This is an optimization exercise on Yosys and OpenROAD, whose aim is small area, a short achievable clock period and few clock cycles, not a production implementation. The RTL was checked by simulation tests, not by an equivalence proof against the original design.

## PSE
module PSE (clk, reset, Xin, Yin, point_num, valid, Xout, Yout);
Size in the first run: about 1900 cells after synthesis, ~170 flip-flops, about 46 I/O pins.
clock: 35.0 ns
lec_check: 0
abc_area: 1
cap_margin: 20
core_margin: 2
core_utilization: 60
slew_margin: 40
synth_hierarchical: 1
synth_minimum_keep_size: 0
standard.sh (not shown) runs the stock make flow with config.mk's settings and CLKGATE_MAP_FILE= SYNTH_SCRIPT=/design/flow/synth_recipe.tcl, a recipe that flattens the netlist after the stock synthesis.
==> flow/flow/run.sh <==
#!/bin/bash
# Layout flow: the standard flow (standard.sh), with two changes in how
# the layout is made:
#  * the port buffers are sky130_fd_sc_hd__buf_2 cells (buffer_ports picks a
#    slow delay cell by default);
#  * after global placement and repair_design, size.tcl upsizes gates on the
#    worst paths (drive strengths only; the netlist's function, the registers
#    and the constraints stay the same), before detailed placement.
# Each step's full output goes to a log file of its own in this folder.
set -euo pipefail
export BUFFER_PORTS_ARGS="-buffer_cell sky130_fd_sc_hd__buf_2"
RES=$PWD/orfs/results/$FLOW_PLATFORM/PSE/base
bash standard.sh $RES/3_4_place_resized.odb > flow_1_to_resize.log 2>&1
cp $RES/3_4_place_resized.odb $RES/3_4_place_resized_unsized.odb
SIZE_IN=$RES/3_4_place_resized_unsized.odb SIZE_OUT=$RES/3_4_place_resized.odb \
  LIB=$FLOW_HOME/platforms/$FLOW_PLATFORM/lib/sky130_fd_sc_hd__tt_025C_1v80.lib \
  SDC=$FLOW_SDC SIZE_ITERS=400 SIZE_WINDOW=0.3 \
  openroad -exit -no_init flow/size.tcl > flow_2_size.log 2>&1
bash standard.sh > flow_3_to_finish.log 2>&1
Other scripts of this flow, unchanged in this note and not shown: flow/flow/size.tcl
Testbench counts at the start, summed over its fixed seeds: cycles 31,902.
Rerun with:
--- a/flow/config.mk
+++ b/flow/config.mk
@@ -12 +12 @@
-export SLEW_MARGIN = 40
+export SLEW_MARGIN = 20
=> Hold slack barely changes; design area is unchanged; via count rose slightly; die area stays the same; synthesized area is unchanged; cell count hardly moves; routed wire length stays flat; synthesized cell count stays the same; critical path depth fell by 3.

---

== run 1 ==
PSE again, from the RTL that the note above started with.
Design PSE, start of the top module:
module PSE (clk, reset, Xin, Yin, point_num, valid, Xout, Yout);
input clk;
input reset;
input [9:0] Xin;
input [9:0] Yin;
input [2:0] point_num;
output reg valid;
output reg [9:0] Xout;
output reg [9:0] Yout;
localparam ST_IN = 2'd0, ST_PAIR = 2'd1, ST_OUT = 2'd2, ST_GAP = 2'd3;
reg [1:0] st;
reg [2:0] nreg;      
reg [2:0] cnt;       
reg [1:0] len;       
reg [1:0] pos;       
reg [1:0] pc;        
reg [2:0] L0, L1, L2;
reg [5:1] asel;      
reg [4:1] bsel;      
reg [19:0] S0, S1, S2, S3, S4, S5;
wire [19:0] A = ({20{asel[1]}} & S1) | ({20{asel[2]}} & S2) | ({20{asel[3]}} & S3) |
                ({20{asel[4]}} & S4) | ({20{asel[5]}} & S5);
wire [19:0] B = ({20{bsel[1]}} & S1) | ({20{bsel[2]}} & S2) | ({20{bsel[3]}} & S3) |
                ({20{bsel[4]}} & S4);
wire [10:0] ax = {1'b0, A[19:10]} - {1'b0, S0[19:10]};
wire [10:0] ay = {1'b0, A[9:0]} - {1'b0, S0[9:0]};
wire [10:0] bx = {1'b0, B[19:10]} - {1'b0, S0[19:10]};
wire [10:0] by = {1'b0, B[9:0]} - {1'b0, S0[9:0]};
wire bef;    
pse_cmp cmp (.ax(ax), .ay(ay), .bx(bx), .by(by), .bef(bef));
wire [5:1] hi_oh = {nreg == 3'd6, nreg == 3'd5, nreg == 3'd4, nreg == 3'd3, 1'b0};
wire [5:1] lo_oh = {1'b0, nreg == 3'd6, nreg == 3'd5, nreg == 3'd4, nreg == 3'd3};
wire [2:0] ins = {1'b0, len} + 3'd1;
wire ins_act = (st == ST_IN) && (ins + 3'd3 <= nreg) && (ins < cnt);
wire at_end = (pos == len - 2'd1);
wire take_last = (st == ST_IN) && (cnt != 3'd0) && (cnt == nreg - 3'd1);
wire lrem = (pos != len);
wire prem = (pc != 2'd2);
wire last_out = ({1'b0, pos} + {1'b0, pc} == {1'b0, len} + 3'd1);   
wire [2:0] lp = (pos == 2'd0) ? L1 : L2;
wire [4:1] lp_oh = {1'b0, lp == 3'd3, lp == 3'd2, lp == 3'd1};
wire [4:1] l0_oh = {1'b0, L0 == 3'd3, L0 == 3'd2, L0 == 3'd1};
localparam NW = 9 + 2 + 2 + 2 + 5 + 4 + 2 + 1 + 1;
function [NW-1:0] nxt;
	input b;
	reg [2:0] n0, n1, n2;
	reg [1:0] nlen, npos, npc, nst;
	reg [5:1] nasel;
	reg [4:1] nbsel;
	reg nvalid, sela;
	reg [1:0] q;
  ...
clock: 35.0 ns
lec_check: 0
abc_area: 1
cap_margin: 20
core_margin: 2
core_utilization: 60
slew_margin: 60
synth_hierarchical: 1
synth_minimum_keep_size: 0
==> flow/flow/size.tcl <==
# Gate sizing on the worst paths.  For the worst endpoint, try a one-step
# upsize of each cell that drives a stage of its worst path and keep the one
# that helps that endpoint most without hurting the design's worst slack;
# repeat.  Constraints are not changed: this only picks drive strengths.
read_db $::env(SIZE_IN)
read_liberty $::env(LIB)
read_sdc $::env(SDC)
source $::env(FLOW_HOME)/platforms/sky130hd/setRC.tcl
estimate_parasitics -placement

proc wns {} { return [expr {[sta::worst_slack_cmd max] * 1e9}] }
proc ep_slack {pin} {
  set pe [lindex [find_timing_paths -path_delay max -to $pin -group_path_count 1] 0]
  return [expr {[$pe slack] * 1e9}]
}
proc bigger {master} {
  if {![regexp {^(.*)_([0-9]+)$} $master -> base sz]} { return "" }
  foreach s {1 2 4 6 8 12 16} {
    if {$s <= $sz} continue
    if {[llength [get_lib_cells -quiet */${base}_$s]] > 0} { return "${base}_$s" }
  }
  return ""
}
set dont {__fa_ __ha_ __clkbuf_ __clkinv dlygate clkdlybuf __tap __fill __decap __conb}

set start [wns]
puts "start wns [format %.3f $start]"
set stuck [dict create]
set n 0
for {set it 0} {$it < $::env(SIZE_ITERS)} {incr it} {
  set ws [wns]
  # worst endpoint that is not stuck
  set pe ""
  # the worst endpoint sets the period: stop once it cannot be helped
  set p [lindex [find_timing_paths -path_delay max -group_path_count 1 -sort_by_slack] 0]
  if {[dict exists $stuck [get_full_name [$p pin]]]} break
  set pe $p
  set endpin [$pe pin]
  set epname [get_full_name $endpin]
  if {[expr {[$pe slack] * 1e9}] > $ws + $::env(SIZE_WINDOW)} break
  set es [expr {[$pe slack] * 1e9}]
  set cands {}
  foreach pin [[$pe path] pins] {
    if {![$pin is_driver]} continue
    set inst [$pin instance]
    if {$inst eq "NULL" || $inst eq ""} continue
    set iname [get_full_name $inst]
    set m [get_property $inst ref_name]
    set skip 0
    foreach d $dont { if {[string first $d $m] >= 0} { set skip 1 } }
    if {$skip} continue
    set b [bigger $m]
    if {$b ne ""} { lappend cands [list $iname $m $b] }
  }
  set best ""; set bestes [expr {$es + 0.002}]
  foreach c $cands {
    lassign $c iname m b
    replace_cell $iname [get_lib_cells */$b]
    estimate_parasitics -placement
    set e [ep_slack $endpin]
    set w [wns]
    replace_cell $iname [get_lib_cells */$m]
    estimate_parasitics -placement
    if {$e > $bestes && $w >= $ws - 0.0005} { set bestes $e; set best $c }
  }
  if {$best eq ""} { dict set stuck $epname 1; continue }
  lassign $best iname m b
  replace_cell $iname [get_lib_cells */$b]
  estimate_parasitics -placement
  incr n
  puts "it $it $epname: $iname $m -> $b endpoint [format %.3f $es] -> [format %.3f $bestes] wns [format %.3f [wns]]"
}
puts "end wns [format %.3f [wns]] (start [format %.3f $start]), $n cells upsized"
write_db $::env(SIZE_OUT)
Scripts as last shown in full above: flow/flow/run.sh
Run 1 completed; timing, DRC and antenna clean
Testbench counts of run 1, summed over its fixed seeds: cycles 31,902.
Setup changes, run 1 to run 2
Settings: PLACE_DENSITY now 0.7, previously not set; CORE_UTILIZATION now 70, was 60.
--- a/flow/flow/run.sh
+++ b/flow/flow/run.sh
@@ -16,3 +16,3 @@
   LIB=$FLOW_HOME/platforms/$FLOW_PLATFORM/lib/sky130_fd_sc_hd__tt_025C_1v80.lib \
-  SDC=$FLOW_SDC SIZE_ITERS=400 SIZE_WINDOW=0.3 \
+  SDC=$FLOW_SDC SIZE_ITERS=80 SIZE_WINDOW=0.3 \
   openroad -exit -no_init flow/size.tcl > flow_2_size.log 2>&1
--- a/flow/flow/size.tcl
+++ b/flow/flow/size.tcl
@@ -23,3 +23,3 @@
 }
-set dont {__fa_ __ha_ __clkbuf_ __clkinv dlygate clkdlybuf __tap __fill __decap __conb}
+set dont {__clkbuf_ __clkinv dlygate clkdlybuf __tap __fill __decap __conb}
 
@@ -33,6 +33,9 @@
   set pe ""
-  # the worst endpoint sets the period: stop once it cannot be helped
-  set p [lindex [find_timing_paths -path_delay max -group_path_count 1 -sort_by_slack] 0]
-  if {[dict exists $stuck [get_full_name [$p pin]]]} break
-  set pe $p
+  # the worst endpoint that can still be helped, among those within
+  # SIZE_WINDOW of the worst slack (after routing, any of them may be worst)
+  set pe ""
+  foreach p [find_timing_paths -path_delay max -group_path_count 300 -endpoint_path_count 1 -sort_by_slack] {
+    if {![dict exists $stuck [get_full_name [$p pin]]]} { set pe $p; break }
+  }
+  if {$pe eq ""} break
   set endpin [$pe pin]
### Flow results
Going from run 1 to run 2, area occupied by multi-input gates grows by about 1.1%. Per the comparison of run 2 with run 1, area of the die decreased by 4000 um2 relative to the old numbers; number of tapcells fell 56. When run 2 is set beside run 1, its global router's overall resource usage turns out to be 6.6 points larger. Summary: with run 1 as the reference, cell area after layout in run 2 moved up slightly.
Modified inputs, run 3 compared to run 2
Settings: PLACE_DENSITY: 0.7 -> unset; CORE_UTILIZATION: 70 -> 60.
[summary]
- Critical-path cell with the highest stage delay = sky130_fd_sc_hd__fa_1: run 2; critical-path cell with the highest stage delay = sky130_fd_sc_hd__dfxtp_2: run 3
- The lower via count of the first global-routing pass of run 2 and run 3 is in run 3.
- Run 3 gives more critical path depth than run 2 did.
- Where area of the placeable core is concerned, run 2 is better than run 3.
Relative to run 3, the following input files were edited for run 4:
Settings: setting PLACE_DENSITY to 0.7 for the first time; setting CTS_BUF_LIST to sky130_fd_sc_hd__clkbuf_8 sky130_fd_sc_hd__clkbuf_16 for the first time; changing CORE_UTILIZATION from 60 to 70.
## What came out
Utilization for run 4 is higher than for run 3. Going from run 3 to run 4, number of instances in the placed design moved down; net count of the finished layout level; effective utilization at floorplan moved up. On met1 layer wirelength in the final routing: run 4 sits below run 3. Average wire length per cell after detail routing, run 4 vs run 3: up by a few percent. Run 4 does worse than run 3 on routed wire length. Sort run 3 and run 4 by post-route worst setup slack desc -> top: run 4. From run 3 to run 4, unique cell type count in the Yosys netlist did not move at all.

[afterwards: timing with drivers on the ports]
The flow's constraints put no driver on any port. The routed layouts listed below were extracted and timed again, unchanged, in two steps.
Step 1 assumes that a clkbuf_16 drives the clock port and a buf_2 every other input.
Step 2 moves the port delays by t, midway between the first and last clock arrival at a register: inputs arrive t later, outputs are due t later. That takes back most of the time a late clock gives input paths.
Three values: no drivers, after step 1, after step 2; two values: the first two.
run | t (ns) | slack for setup (ns) | worst setup path at the end | worst data-port slew with drivers (ns) | pins driven straight from the clock port
the first run of note 1 | 0.485 | 26.433 / 26.433 / 26.433 | register to register | 0.03 | 1
the second run of note 1 | 0.484 | 26.366 / 26.366 / 26.366 | register to register | 0.03 | 1
run 1 | 0.486 | 26.700 / 26.700 / 26.700 | register to register | 0.03 | 1
run 2 | 0.485 | 26.817 / 26.817 / 26.817 | register to register | 0.03 | 1
run 3 | 0.485 | 26.761 / 26.761 / 26.761 | register to register | 0.03 | 1
run 4 | 0.485 | 26.817 / 26.817 / 26.817 | register to register | 0.03 | 1
After both steps every run listed still meets setup and hold.
